Background: an optimization exercise with open tools, aiming at small area, a short achievable clock period and few clock cycles. Do not read the settings as production practice.
No run shown here included a check of the RTL's function; only the layout flow was run.

==> flow/design.v, too long to show whole: its modules and the start of the top module <==
// module RFC_CORDIC_exp: 284 lines
// module RFC_CORDIC_div: 133 lines
// module Dual_mode_neuron: 560 lines
// module mul27_cs4: 911 lines
module Dual_mode_neuron (
    input wire clk,
    input wire rstn,
    input wire mode,     
    input wire signed [26 : 0] i_in,    
    output wire signed [26 : 0] v,
    output reg signed [26:0] h_0,
    output reg done
);
  // ...
==> flow/run.sh <==
#!/bin/bash
# synth_recipe.tcl (not shown) runs the flow's synth.tcl, then flattens the netlist and writes it again
# the make line also repeats each setting of config.mk as NAME=value (left out here)
make -C /OpenROAD-flow-scripts/flow DESIGN_CONFIG=/design/flow/config.mk WORK_HOME=/design/flow/orfs CLKGATE_MAP_FILE= SYNTH_SCRIPT=/design/flow/synth_recipe.tcl finish
==> flow/config.mk <==
export PLATFORM = sky130hd
export DESIGN_NAME = Dual_mode_neuron
export DESIGN_NICKNAME = Dual_mode_neuron
export VERILOG_FILES = /design/flow/design.v
export SDC_FILE = /design/flow/constraint.sdc
export NUM_CORES = 8
export LEC_CHECK = 0
export CAP_MARGIN = 20
export CORE_MARGIN = 2
export CORE_UTILIZATION = 40
export PLACE_DENSITY = 0.75
export SETUP_SLACK_MARGIN = 4
export SLEW_MARGIN = 20
==> flow/constraint.sdc <==
create_clock -name core_clock -period 11.0 [get_ports {clk}]
set_input_delay 2.2000 -clock core_clock [delete_from_list [all_inputs] [get_ports {clk}]]
set_output_delay 2.2000 -clock core_clock [all_outputs]
set_load 0.01 [all_outputs]
==> impl_metrics.tcl, run 1 <==
set metrics [dict create \
    synth_compound_area_share_pct 21.75 \
    ff2ff_path_depth 31 \
    netlist_instances 12390 \
    cts_setup_buffers 347 \
    drv_cap 0 \
    ys_seq_elements 1208 \
    clk_latency_ns 0.98 \
    yosysMostFrequentCell "nand2_1" \
    rsz0062_at_grt "true" \
    n_all_inverters 813 \
    initial_core_util_pct 40.17 \
    holdWs_ns 0.4274 \
    multi_input_cells 9495 \
    use_met1_pct 45.24 \
    largestClassByArea "multi-input combinational cells" \
    io-pin-count 85 \
    status "timing/DRC/antenna clean" \
    grt_use_met2_pct 53.27 \
    whs_path_depth 0 \
    io_buffers 84 \
    synthToLayoutAreaGrowth_pct 20.40 \
    buffer_area_share_pct 7.848 \
    nFlopsAndLatches 1208 \
    grt_max_degree 78 \
    synth_edf_count 668 \
]
==> module RFC_CORDIC_exp, before the edit <==
module RFC_CORDIC_exp(
    input  wire        clk,
    input  wire        rst_n,
    input  wire        start,        
    input  wire        op_leak,      
    input  wire [1:0]  op_tag,
    input  wire signed [20:0] x_init,
    input  wire        abort,        
    output wire        ready,
    output wire        cond,         
    output wire        la,           
    output wire        idone,        
    output wire [1:0]  itag,
    output wire [22:0] ires,
    output wire        ishort        
    );
    reg               fb;
    reg signed [17:0] x, y, z;
    reg        [17:0] s;            
    reg        [4:0]  it;
    reg        [4:0]  idx;          
    reg               xs;
    reg        [3:0]  ei;
    reg               lk;
    reg        [1:0]  tg;
    wire [16:1] rank;
    assign rank[16] = (z >= $signed(18'sd26369)) | (z <= -$signed(18'sd26369));
    assign rank[15] = (z >= $signed(18'sd12487)) | (z <= -$signed(18'sd12487));
    assign rank[14] = (z >= $signed(18'sd6168)) | (z <= -$signed(18'sd6168));
    assign rank[13] = (z >= $signed(18'sd3075)) | (z <= -$signed(18'sd3075));
    assign rank[12] = (z >= $signed(18'sd1537)) | (z <= -$signed(18'sd1537));
    assign rank[11] = (z >= $signed(18'sd768)) | (z <= -$signed(18'sd768));
    assign rank[10] = (z >= $signed(18'sd384)) | (z <= -$signed(18'sd384));
    assign rank[9] = (z >= $signed(18'sd192)) | (z <= -$signed(18'sd192));
    assign rank[8] = (z >= $signed(18'sd96)) | (z <= -$signed(18'sd96));
    assign rank[7] = (z >= $signed(18'sd48)) | (z <= -$signed(18'sd48));
    assign rank[6] = (z >= $signed(18'sd24)) | (z <= -$signed(18'sd24));
    assign rank[5] = (z >= $signed(18'sd12)) | (z <= -$signed(18'sd12));
    assign rank[4] = (z >= $signed(18'sd6)) | (z <= -$signed(18'sd6));
    assign rank[3] = (z >= $signed(18'sd3)) | (z <= -$signed(18'sd3));
    assign rank[2] = (z >= $signed(18'sd1)) | (z <= -$signed(18'sd1));
    assign rank[1] = 1'b1;
    wire [16:1] oh;    
    assign oh[1] = rank[16];
    assign oh[2] = rank[15] & ~rank[16];
    assign oh[3] = rank[14] & ~rank[15];
    assign oh[4] = rank[13] & ~rank[14];
    assign oh[5] = rank[12] & ~rank[13];
    assign oh[6] = rank[11] & ~rank[12];
    assign oh[7] = rank[10] & ~rank[11];
    assign oh[8] = rank[9] & ~rank[10];
    assign oh[9] = rank[8] & ~rank[9];
    assign oh[10] = rank[7] & ~rank[8];
    assign oh[11] = rank[6] & ~rank[7];
    assign oh[12] = rank[5] & ~rank[6];
    assign oh[13] = rank[4] & ~rank[5];
    assign oh[14] = rank[3] & ~rank[4];
    assign oh[15] = rank[2] & ~rank[3];
    assign oh[16] = rank[1] & ~rank[2];
    wire flag = z[17];
    assign cond = fb & ((z == 18'sd0) | (z == 18'sd1) | (it == 5'd31));
    wire signed [17:0] xs1 = x >>> 1;
    wire signed [17:0] xs2 = x >>> 2;
    wire signed [17:0] xs3 = x >>> 3;
    wire signed [17:0] xs4 = x >>> 4;
    wire signed [17:0] xs5 = x >>> 5;
    wire signed [17:0] xs6 = x >>> 6;
    wire signed [17:0] xs7 = x >>> 7;
    wire signed [17:0] xs8 = x >>> 8;
    wire signed [17:0] xs9 = x >>> 9;
    wire signed [17:0] xs10 = x >>> 10;
    wire signed [17:0] xs11 = x >>> 11;
    wire signed [17:0] xs12 = x >>> 12;
    wire signed [17:0] xs13 = x >>> 13;
    wire signed [17:0] xs14 = x >>> 14;
    wire signed [17:0] xs15 = x >>> 15;
    wire signed [17:0] xs16 = x >>> 16;
    wire signed [17:0] ys1 = y >>> 1;
    wire signed [17:0] ys2 = y >>> 2;
    wire signed [17:0] ys3 = y >>> 3;
    wire signed [17:0] ys4 = y >>> 4;
    wire signed [17:0] ys5 = y >>> 5;
    wire signed [17:0] ys6 = y >>> 6;
    wire signed [17:0] ys7 = y >>> 7;
    wire signed [17:0] ys8 = y >>> 8;
    wire signed [17:0] ys9 = y >>> 9;
    wire signed [17:0] ys10 = y >>> 10;
    wire signed [17:0] ys11 = y >>> 11;
    wire signed [17:0] ys12 = y >>> 12;
    wire signed [17:0] ys13 = y >>> 13;
    wire signed [17:0] ys14 = y >>> 14;
    wire signed [17:0] ys15 = y >>> 15;
    wire signed [17:0] ys16 = y >>> 16;
    wire signed [17:0] xsh = ({18{oh[1]}} & xs1) | ({18{oh[2]}} & xs2) | ({18{oh[3]}} & xs3) | ({18{oh[4]}} & xs4) | ({18{oh[5]}} & xs5) | ({18{oh[6]}} & xs6) | ({18{oh[7]}} & xs7) | ({18{oh[8]}} & xs8) | ({18{oh[9]}} & xs9) | ({18{oh[10]}} & xs10) | ({18{oh[11]}} & xs11) | ({18{oh[12]}} & xs12) | ({18{oh[13]}} & xs13) | ({18{oh[14]}} & xs14) | ({18{oh[15]}} & xs15) | ({18{oh[16]}} & xs16);
    wire signed [17:0] ysh = ({18{oh[1]}} & ys1) | ({18{oh[2]}} & ys2) | ({18{oh[3]}} & ys3) | ({18{oh[4]}} & ys4) | ({18{oh[5]}} & ys5) | ({18{oh[6]}} & ys6) | ({18{oh[7]}} & ys7) | ({18{oh[8]}} & ys8) | ({18{oh[9]}} & ys9) | ({18{oh[10]}} & ys10) | ({18{oh[11]}} & ys11) | ({18{oh[12]}} & ys12) | ({18{oh[13]}} & ys13) | ({18{oh[14]}} & ys14) | ({18{oh[15]}} & ys15) | ({18{oh[16]}} & ys16);
    wire signed [17:0] angle = ({18{oh[1]}} & 18'd35999) | ({18{oh[2]}} & 18'd16738) | ({18{oh[3]}} & 18'd8235) | ({18{oh[4]}} & 18'd4101) | ({18{oh[5]}} & 18'd2048) | ({18{oh[6]}} & 18'd1024) | ({18{oh[7]}} & 18'd512) | ({18{oh[8]}} & 18'd256) | ({18{oh[9]}} & 18'd128) | ({18{oh[10]}} & 18'd64) | ({18{oh[11]}} & 18'd32) | ({18{oh[12]}} & 18'd16) | ({18{oh[13]}} & 18'd8) | ({18{oh[14]}} & 18'd4) | ({18{oh[15]}} & 18'd2) | ({18{oh[16]}} & 18'd1);
    wire [20:0] su0 = {~ss[20], ss[19:0]};
    wire [18:0] su2 = {~ss[20], ss[19:2]};
    wire [18:0] sw2 = sgates[19] ? su2 : 19'd0;
    wire [17:0] su3 = {~ss[20], ss[19:3]};
    wire [17:0] sw3 = sgates[18] ? su3 : 18'd0;
    wire [16:0] su4 = {~ss[20], ss[19:4]};
    wire [16:0] sw4 = sgates[17] ? su4 : 17'd0;
    wire [15:0] su5 = {~ss[20], ss[19:5]};
    wire [15:0] sw5 = sgates[16] ? su5 : 16'd0;
    wire [14:0] su6 = {~ss[20], ss[19:6]};
    wire [14:0] sw6 = sgates[15] ? su6 : 15'd0;
    wire [13:0] su7 = {~ss[20], ss[19:7]};
    wire [13:0] sw7 = sgates[14] ? su7 : 14'd0;
    wire [12:0] su8 = {~ss[20], ss[19:8]};
    wire [12:0] sw8 = sgates[13] ? su8 : 13'd0;
    wire [11:0] su9 = {~ss[20], ss[19:9]};
    wire [11:0] sw9 = sgates[12] ? su9 : sgates[11] ? ~su9 : 12'd0;
    wire [10:0] su10 = {~ss[20], ss[19:10]};
    wire [10:0] sw10 = sgates[10] ? su10 : 11'd0;
    wire [9:0] su11 = {~ss[20], ss[19:11]};
    wire [9:0] sw11 = sgates[9] ? su11 : sgates[8] ? ~su11 : 10'd0;
    wire [8:0] su12 = {~ss[20], ss[19:12]};
    wire [8:0] sw12 = sgates[7] ? su12 : sgates[6] ? ~su12 : 9'd0;
    wire [7:0] su13 = {~ss[20], ss[19:13]};
    wire [7:0] sw13 = sgates[5] ? su13 : 8'd0;
    wire [6:0] su14 = {~ss[20], ss[19:14]};
    wire [6:0] sw14 = sgates[4] ? su14 : sgates[3] ? ~su14 : 7'd0;
    wire [5:0] su15 = {~ss[20], ss[19:15]};
    wire [5:0] sw15 = sgates[2] ? su15 : 6'd0;
    wire [4:0] su16 = {~ss[20], ss[19:16]};
    wire [4:0] sw16 = sgates[1] ? su16 : sgates[0] ? ~su16 : 5'd0;
    wire [20:0] out = su0 + sw2 + sw3 + sw4 + sw5 + sw6 + sw7 + sw8 + sw9 + sw10 + sw11 + sw12 + sw13 + sw14 + sw15 + sw16 + ssc;
    wire [21:0] eo_e_t1 = {~eo[22], eo[21:1]};
    wire [19:0] eo_e_t3 = {~eo[22], eo[21:3]};
    wire [18:0] eo_e_t4 = {~eo[22], eo[21:4]};
    wire [17:0] eo_e_t5 = {~eo[22], eo[21:5]};
    wire [11:0] eo_e_t11_u = {~eo[22], eo[21:11]};
    wire [11:0] eo_e_t11 = ~eo_e_t11_u;
    wire [6:0] eo_e_t16 = {~eo[22], eo[21:16]};
    wire [4:0] eo_e_t18 = {~eo[22], eo[21:18]};
    wire [2:0] eo_e_t20 = {~eo[22], eo[21:20]};
    wire [22:0] eo_e = {eo[21:0], 1'b0} + eo_e_t1 + eo_e_t3 + eo_e_t4 + eo_e_t5 + eo_e_t11 + eo_e_t16 + eo_e_t18 + eo_e_t20 + 23'd5371821;
    wire [20:0] eo_ie_t2 = {~eo[22], eo[21:2]};
    wire [19:0] eo_ie_t3 = {~eo[22], eo[21:3]};
    wire [15:0] eo_ie_t7_u = {~eo[22], eo[21:7]};
    wire [15:0] eo_ie_t7 = ~eo_ie_t7_u;
    wire [11:0] eo_ie_t11 = {~eo[22], eo[21:11]};
    wire [9:0] eo_ie_t13 = {~eo[22], eo[21:13]};
    wire [6:0] eo_ie_t16 = {~eo[22], eo[21:16]};
    wire [4:0] eo_ie_t18 = {~eo[22], eo[21:18]};
    wire [2:0] eo_ie_t20 = {~eo[22], eo[21:20]};
    wire [1:0] eo_ie_t21 = {~eo[22], eo[21:21]};
    wire [22:0] eo_ie = eo_ie_t2 + eo_ie_t3 + eo_ie_t7 + eo_ie_t11 + eo_ie_t13 + eo_ie_t16 + eo_ie_t18 + eo_ie_t20 + eo_ie_t21 + 23'd6780331;
    wire signed [17:0] x_n = flag ? x - ysh : x + ysh;
    wire signed [17:0] y_n = flag ? y - xsh : y + xsh;
    wire        [17:0] s_n = flag ? s - xsh - ysh : s + xsh + ysh;
    wire signed [17:0] z_n = flag ? z + angle : z - angle;
    wire        [4:0]  idx_n = idx + {oh[4], oh[3], oh[2], 1'b0, oh[1]};
    wire        [4:0]  it_n = it + 5'd1;
    wire z_last = (z == -18'sd35999) | (z == -18'sd35998) | (z == -18'sd16738) | (z == -18'sd16737) | (z == -18'sd8235) | (z == -18'sd8234) | (z == -18'sd4101) | (z == -18'sd4100) | (z == -18'sd2048) | (z == -18'sd2047) | (z == -18'sd1024) | (z == -18'sd1023) | (z == -18'sd512) | (z == -18'sd511) | (z == -18'sd256) | (z == -18'sd255) | (z == -18'sd128) | (z == -18'sd127) | (z == -18'sd64) | (z == -18'sd63) | (z == -18'sd32) | (z == -18'sd31) | (z == -18'sd16) | (z == -18'sd15) | (z == -18'sd8) | (z == -18'sd7) | (z == -18'sd4) | (z == -18'sd3) | (z == -18'sd2) | (z == -18'sd1) | (z == 18'sd2) | (z == 18'sd4) | (z == 18'sd5) | (z == 18'sd8) | (z == 18'sd9) | (z == 18'sd16) | (z == 18'sd17) | (z == 18'sd32) | (z == 18'sd33) | (z == 18'sd64) | (z == 18'sd65) | (z == 18'sd128) | (z == 18'sd129) | (z == 18'sd256) | (z == 18'sd257) | (z == 18'sd512) | (z == 18'sd513) | (z == 18'sd1024) | (z == 18'sd1025) | (z == 18'sd2048) | (z == 18'sd2049) | (z == 18'sd4101) | (z == 18'sd4102) | (z == 18'sd8235) | (z == 18'sd8236) | (z == 18'sd16738) | (z == 18'sd16739) | (z == 18'sd35999) | (z == 18'sd36000);    
    assign la = fb & ~cond & (z_last | (it == 5'd30));
    reg               ib;
    reg               isc;          
    reg        [17:0] ssr;          
    reg        [19:0] sgates;       
    reg        [20:0] ssc;          
    wire signed [20:0] ss = {3'b000, ssr};
    reg signed [22:0] eo;
    reg        [3:0]  eic;
    reg               isg;
    reg        [1:0]  itg;
    reg               ish;
    wire ilast = ib & ~isc & (eic == 4'd0);
    wire ifree = ~ib | ilast;
    reg  hand;                      
    wire lah   = la & ifree;        
    wire fin   = cond & (hand | ifree);
    assign ready = ~fb | fin | lah;    
    assign idone = ilast;
    assign itag  = itg;
    assign ires  = eo;
    assign ishort = ish;
    wire        [17:0] s_h  = cond ? s : s_n;
    wire        [4:0]  idx_h = cond ? idx : idx_n;
    wire        [4:0]  it_h = cond ? it : it_n;
    wire hgp2 = (idx_h == 5'd10);
    wire hgp3 = (idx_h == 5'd1) | (idx_h == 5'd5) | (idx_h == 5'd9) | (idx_h == 5'd13) | (idx_h == 5'd17) | (idx_h == 5'd21) | (idx_h == 5'd25);
    wire hgp4 = (idx_h == 5'd5) | (idx_h == 5'd10) | (idx_h == 5'd13) | (idx_h == 5'd21);
    wire hgp5 = (idx_h == 5'd1) | (idx_h == 5'd4) | (idx_h == 5'd9) | (idx_h == 5'd10) | (idx_h == 5'd12) | (idx_h == 5'd17) | (idx_h == 5'd20) | (idx_h == 5'd25);
    wire hgp6 = (idx_h == 5'd13);
    wire hgp7 = (idx_h == 5'd8) | (idx_h == 5'd9) | (idx_h == 5'd12) | (idx_h == 5'd21) | (idx_h == 5'd24) | (idx_h == 5'd25);
    wire hgp8 = (idx_h == 5'd5) | (idx_h == 5'd20);
    wire hgp9 = (idx_h == 5'd12) | (idx_h == 5'd16) | (idx_h == 5'd24) | (idx_h == 5'd25);
    wire hgn9 = (idx_h == 5'd1) | (idx_h == 5'd13);
    wire hgp10 = (idx_h == 5'd4) | (idx_h == 5'd5);
    wire hgp11 = (idx_h == 5'd4) | (idx_h == 5'd13) | (idx_h == 5'd17);
    wire hgn11 = (idx_h == 5'd20) | (idx_h == 5'd21);
    wire hgp12 = (idx_h == 5'd1) | (idx_h == 5'd13) | (idx_h == 5'd17);
    wire hgn12 = (idx_h == 5'd9);
    wire hgp13 = (idx_h == 5'd1) | (idx_h == 5'd5) | (idx_h == 5'd10) | (idx_h == 5'd20) | (idx_h == 5'd24);
    wire hgp14 = (idx_h == 5'd4) | (idx_h == 5'd8) | (idx_h == 5'd21) | (idx_h == 5'd25);
    wire hgn14 = (idx_h == 5'd12) | (idx_h == 5'd17);
    wire hgp15 = (idx_h == 5'd1) | (idx_h == 5'd5) | (idx_h == 5'd8);
    wire hgp16 = (idx_h == 5'd4) | (idx_h == 5'd5) | (idx_h == 5'd20) | (idx_h == 5'd25);
    wire hgn16 = (idx_h == 5'd24);
    reg [20:0] hsc;
    always @(*) begin
        case (idx_h)
            5'd1: hsc = 21'd882273;
            5'd4: hsc = 21'd1014192;
            5'd5: hsc = 21'd846672;
            5'd8: hsc = 21'd1040288;
            5'd9: hsc = 21'd876289;
            5'd10: hsc = 21'd688000;
            5'd12: hsc = 21'd1005505;
            5'd13: hsc = 21'd832769;
            5'd16: hsc = 21'd1046528;
            5'd17: hsc = 21'd883905;
            5'd20: hsc = 21'd1011057;
            5'd21: hsc = 21'd843201;
            5'd24: hsc = 21'd1038193;
            5'd25: hsc = 21'd874416;
            default: hsc = 21'd1048576;
        endcase
    end
    wire [19:0] hgates = {hgp2, hgp3, hgp4, hgp5, hgp6, hgp7, hgp8, hgp9, hgn9, hgp10, hgp11, hgn11, hgp12, hgn12, hgp13, hgp14, hgn14, hgp15, hgp16, hgn16};
    always @(posedge clk or negedge rst_n) begin
        if (!rst_n)         hand <= 1'b0;
        else if (start)     hand <= 1'b0;
        else if (lah & ~abort) hand <= 1'b1;
    end
    wire        [3:0]  ei_load = lk ? (ei - it_h[3:0]) : ei;
    always @(posedge clk or negedge rst_n) begin
        if (!rst_n)                 fb <= 1'b0;
        else if (start)             fb <= 1'b1;
        else if (abort)             fb <= 1'b0;
        else if (fin)               fb <= 1'b0;
    end
    always @(posedge clk) begin
        if (start) begin
            lk <= op_leak;
            tg <= op_tag;
            it <= 5'd0;
            idx <= 5'd0;
            xs <= x_init[20];
            ei <= x_init[20] ? ~x_init[19:16] : x_init[19:16];
            x <= 18'sd65536;
            y <= 18'sd0;
            s <= 18'd65536;
            z <= {{2{x_init[20]}}, x_init[15:0]};
        end
        else if (fb & ~cond) begin
            x <= x_n;
            y <= y_n;
            s <= s_n;
            z <= z_n;
            it <= it_n;
            idx <= idx_n;
        end
    end
    wire iload = (lah | (cond & ~hand & ifree)) & ~abort;
    always @(posedge clk or negedge rst_n) begin
        if (!rst_n)                 ib <= 1'b0;
        else if (abort)             ib <= 1'b0;
        else if (iload)             ib <= 1'b1;
        else if (ilast)             ib <= 1'b0;
    end
    always @(posedge clk) begin
        if (iload) begin
            isc <= 1'b1;
            ssr <= s_h;
            sgates <= hgates;
            ssc <= hsc;
            eic <= ei_load;
            isg <= xs;
            itg <= tg;
            ish <= (it_h == 5'd0 && ei <= 4'd1) || (it_h == 5'd1 && ei == 4'd0);
        end
        else if (ib & isc) begin
            eo  <= {2'b00, out};
            isc <= 1'b0;
        end
        else if (ib & ~ilast) begin
            eo <= isg ? eo_ie : eo_e;    
            eic <= eic - 4'd1;
        end
    end
endmodule
==> inputs of run 2 (changes only) <==
--- a/flow/design.v
+++ b/flow/design.v
@@ -125,7 +125,6 @@
     wire [5:0] sw15 = sgates[2] ? su15 : 6'd0;
     wire [4:0] su16 = {~ss[20], ss[19:16]};
     wire [4:0] sw16 = sgates[1] ? su16 : sgates[0] ? ~su16 : 5'd0;
-    wire [20:0] out = su0 + sw2 + sw3 + sw4 + sw5 + sw6 + sw7 + sw8 + sw9 + sw10 + sw11 + sw12 + sw13 + sw14 + sw15 + sw16 + ssc;
     wire [21:0] eo_e_t1 = {~eo[22], eo[21:1]};
     wire [19:0] eo_e_t3 = {~eo[22], eo[21:3]};
     wire [18:0] eo_e_t4 = {~eo[22], eo[21:4]};
@@ -135,7 +134,6 @@
     wire [6:0] eo_e_t16 = {~eo[22], eo[21:16]};
     wire [4:0] eo_e_t18 = {~eo[22], eo[21:18]};
     wire [2:0] eo_e_t20 = {~eo[22], eo[21:20]};
-    wire [22:0] eo_e = {eo[21:0], 1'b0} + eo_e_t1 + eo_e_t3 + eo_e_t4 + eo_e_t5 + eo_e_t11 + eo_e_t16 + eo_e_t18 + eo_e_t20 + 23'd5371821;
     wire [20:0] eo_ie_t2 = {~eo[22], eo[21:2]};
     wire [19:0] eo_ie_t3 = {~eo[22], eo[21:3]};
     wire [15:0] eo_ie_t7_u = {~eo[22], eo[21:7]};
@@ -146,7 +144,17 @@
     wire [4:0] eo_ie_t18 = {~eo[22], eo[21:18]};
     wire [2:0] eo_ie_t20 = {~eo[22], eo[21:20]};
     wire [1:0] eo_ie_t21 = {~eo[22], eo[21:21]};
-    wire [22:0] eo_ie = eo_ie_t2 + eo_ie_t3 + eo_ie_t7 + eo_ie_t11 + eo_ie_t13 + eo_ie_t16 + eo_ie_t18 + eo_ie_t20 + eo_ie_t21 + 23'd6780331;
+    wire [22:0] a0  = isc ? {2'b00, su0} : isg ? {2'b00, eo_ie_t2} : {eo[21:0], 1'b0};
+    wire [22:0] a1  = isc ? {4'd0, sw2} : isg ? {7'd0, eo_ie_t7} : {1'b0, eo_e_t1};
+    wire [22:0] a2  = isc ? {5'd0, sw3} : {3'd0, eo_e_t3};
+    wire [22:0] a3  = isc ? {6'd0, sw4} : isg ? {11'd0, eo_ie_t11} : {4'd0, eo_e_t4};
+    wire [22:0] a4  = isc ? {7'd0, sw5} : isg ? {13'd0, eo_ie_t13} : {5'd0, eo_e_t5};
+    wire [22:0] a5  = isc ? {8'd0, sw6} : isg ? {21'd0, eo_ie_t21} : {11'd0, eo_e_t11};
+    wire [22:0] a6  = isc ? {9'd0, sw7} : {16'd0, eo_e_t16};
+    wire [22:0] a7  = isc ? {10'd0, sw8} : {18'd0, eo_e_t18};
+    wire [22:0] a8  = isc ? {11'd0, sw9} : {20'd0, eo_e_t20};
+    wire [22:0] a16 = isc ? {2'b00, ssc} : isg ? 23'd6780331 : 23'd5371821;
+    wire [22:0] uni = a0 + a1 + a2 + a3 + a4 + a5 + a6 + a7 + a8 + sw10 + sw11 + sw12 + sw13 + sw14 + sw15 + sw16 + a16;
     wire signed [17:0] x_n = flag ? x - ysh : x + ysh;
     wire signed [17:0] y_n = flag ? y - xsh : y + xsh;
     wire        [17:0] s_n = flag ? s - xsh - ysh : s + xsh + ysh;
@@ -273,11 +281,12 @@
             ish <= (it_h == 5'd0 && ei <= 4'd1) || (it_h == 5'd1 && ei == 4'd0);
         end
         else if (ib & isc) begin
-            eo  <= {2'b00, out};
+            eo  <= {2'b00, uni[20:0]};
             isc <= 1'b0;
+            sgates <= 20'd0;
         end
         else if (ib & ~ilast) begin
-            eo <= isg ? eo_ie : eo_e;    
+            eo <= uni;                   
             eic <= eic - 4'd1;
         end
     end
==> impl_metrics.tcl, run 2 <==
set metrics [dict create \
    fin_tns_setup_ns 0 \
    start_kind "register" \
    finalCoreUtilization_pct 48.24 \
    finalSetupViolations 0 \
    cp_max_fo 7 \
    criticalPathCategory "reg -> reg" \
    grt_max_degree 100 \
    syn_nets 12880 \
    dp_hpwl_um 396800 \
    syn_area_um2 103300 \
    yosysUniqueCellTypes 123 \
    fmax_mhz 132.5 \
    syn_area_per_cell_um2 8.701 \
    cts_made_buffers 150 \
    drtIter0Drc 19780 \
    report.final.slew_viol_count 2 \
    place.gp.congestion 1.141 \
    die_w_um 512.2 \
    status "complete, but fails checks" \
    n_fill_cell 23920 \
    highest_layer "met5" \
    drc_errors 0 \
    ys_seq_area_share_pct 30.74 \
    required_ns 11.62 \
    drv_cap 1 \
    largest_register_ffs 45 \
    grt_overflow 0 \
    dr_wl_met2_um 224400 \
    io-pin-count 85 \
    worstPathArrival_ns 8.17 \
    synthFlopType "edfxtp_1" \
    routedWlPerCell_um 35.72 \
    fin_crit_ns 7.549 \
    clkTransAtPathRegs_ns 0.06 \
    synthToLayoutAreaGrowth_pct 19.99 \
    synth_edf_count 668 \
    synthArstFlopShare_pct 13.99 \
    layout_commonest_cell "nand2_1" \
    ys_warn_count 3 \
    antenna_found_initial 88 \
    netlist_instances 11870 \
    hold_violations 0 \
    nets 13170 \
    root_buffer "clkbuf_16" \
    ys_seq_elements 1208 \
    synth.largest_area_cell "edfxtp_1" \
    seq_area_um2 31770 \
    layout_common_cells "nand2_1 (1234), nor2_1 (809), buf_4 (771), a21oi_1 (731), o21ai_0 (721)" \
    violations "max-capacitance violations, max-slew violations" \
    ant_nets 0 \
    timing.slew.headroom_pct -5.667 \
    layout-drive-gt1-share_pct 17.72 \
    worst_pin_slew_ns 1.571 \
    cts_tree "yes" \
    met1_length_um 192000 \
    core_area_um2 256900 \
    fin_crit_sh_pct 68.63 \
    htreeDepth 4 \
    firstDrtPassIters 15 \
    multiInputGateArea_um2 70730 \
    track_usage_pct 41.22 \
    rsz0062_at_grt "true" \
    yosysMostFrequentCell "nand2_1" \
    cts.path.max_buffers 3 \
    io_buffers 84 \
    route.met3.wl_um 84390 \
    synth_area_leaders "edfxtp_1 (19%), fa_1 (9.7%), dfxtp_1 (7.2%), ha_1 (5.8%), xnor2_1 (5.1%)" \
    largestRegisters "pr0: 45 flops, pr1: 44 flops, pr2: 42 flops" \
    vias 107600 \
    synth_top_area_share_pct 19.42 \
    grt_first_pass_wirelength_um 769500 \
    viasPerCell 6.824 \
    clock_skew_ns 0.04720 \
    grt_pass1_vias 97840 \
    routed_wl_um 563000 \
    top_register "pr0" \
    clk_latency_ns 0.90 \
    cts_sinks 1208 \
    cp-end-kind "register" \
    dieHeight_um 512.2 \
    row_count 186 \
    synth_common_cells "nand2_1 (1266), o21ai_0 (878), nor2_1 (861)" \
    hold_path.class "reg -> reg" \
    dieArea_um2 262300 \
    initial_core_util_pct 40.21 \
]
run 2: worst max-delay path: stages (launching register included):
cell and delay, ns:
dfxtp_1 0.31, fa_1 0.57, fa_1 0.45, ha_1 0.41, nand4_1 0.24, a21oi_1 0.48
a21oi_1 0.25, or4_1 0.54, nand3_1 0.15, buf_4 0.44, nand2_1 0.10, a31oi_1 0.29
xnor2_1 0.16, ha_1 0.39, nand4_1 0.13, a21oi_2 0.21, o21ai_2 0.12, a31oi_4 0.25
a21o_1 0.19, nand2b_1 0.09, a31o_2 0.22, xnor2_2 0.13, buf_6 0.14, and2_4 0.18
and2_4 0.14, o31a_1 0.36, buf_6 0.17, xor2_1 0.15
run 2: final cells by class:
cell class / count / area share (%)
multi-input combinational: 9105 / 57.06
sequential: 1208 / 25.63
timing repair buffer: 1017 / 7.332
tap: 3384 / 3.416
clock buffer: 199 / 3.351
inverter: 677 / 2.143
clock inverter: 81 / 0.8732
antenna: 91 / 0.1837
timing repair inverter: 1 / 0.004038
run 2: worst paths after layout:
| kind | start | to | slack [ns] | cells past startpoint |
|---|---|---|---|---|
| max in group asynchronous | rstn | rdv[1] | 8.40 | 2 |
| worst max register to register | pr0[22] | uexp.ei[2] | 3.45 | 27 |
| min in group asynchronous | rstn | vflag | 1.38 | 1 |
| worst min register to register | uexp.ish | e4s | 0.42 | 0 |
| worst max-delay path | pr0[22] | uexp.ei[2] | 3.45 | 27 |
| worst min-delay path | uexp.ish | e4s | 0.42 | 0 |
run 2: repair_timing:
| action | in CTS | in global routing |
|---|---|---|
| gates resized for setup | 673 | 497 |
| endpoints found under the setup margin | 433 | 284 |
| hold buffers | 0 | 0 |
| buffers inserted | 305 | 167 |
| cloned | 11 | 6 |
| pin swaps | 186 | 244 |
| endpoints found under the hold margin | 0 | 0 |
run 2: cell families after synthesis:
| family | synth area share (%) |
|---|---|
| buffers and inverters | 5.786 |
| XOR/XNOR | 7.065 |
| AND/OR/NAND/NOR | 15.58 |
| AO/OA/AOI/OAI | 22.51 |
| flip-flops | 30.74 |
| multiplexers | 2.327 |
| adder cells (fa/ha/maj) | 15.99 |
run 2: per-layer routing:
layer / up-vias / global-route usage (%)
met5: - / 0.8402
met4: 48 / 34.71
met3: 2860 / 19.02
met2: 9464 / 57.25
met1: 51390 / 47.85
li1: 43810 / -
run 2: through the flow:
step           instances  hold slack, ns  area [um2]  setup slack, ns
4_1_cts            15490          0.4192      120100            3.775
3_5_place_dp       14890          0.4045      109300            1.886
5_1_grt            15690          0.4437      123800            3.370
2_1_floorplan      11870          0.4003      103500            3.903
6_report           15760          0.4167      124000            3.451
3_3_place_gp       14890          0.4058      109300            1.933

-- separate check: timing with driven ports --
In the flow no input, the clock included, has a driving cell. The finished layouts below were timed again as built, in two steps.
Step 1, drivers: a clkbuf_16 drives clk and a buf_2 each remaining input, both assumed.
Step 2 times the ports against the registers' clock, not the clock port: input delays grow and output delays shrink by t, the midpoint of the rising clock arrivals with the driver on.
Three values: no drivers, after step 1, after step 2; two values: the first two.
run	t, ns	setup WS [ns]	latest minus earliest clock arrival (ns)
run 1	1.036	3.422 / 3.422 / 2.703	0.116 / 0.116
run 2	0.971	3.451 / 3.451 / 2.970	0.050 / 0.050
For run 1, which loses most, drivers alone change the setup slack by 0.000 ns; drivers and shift together by -0.719 ns.
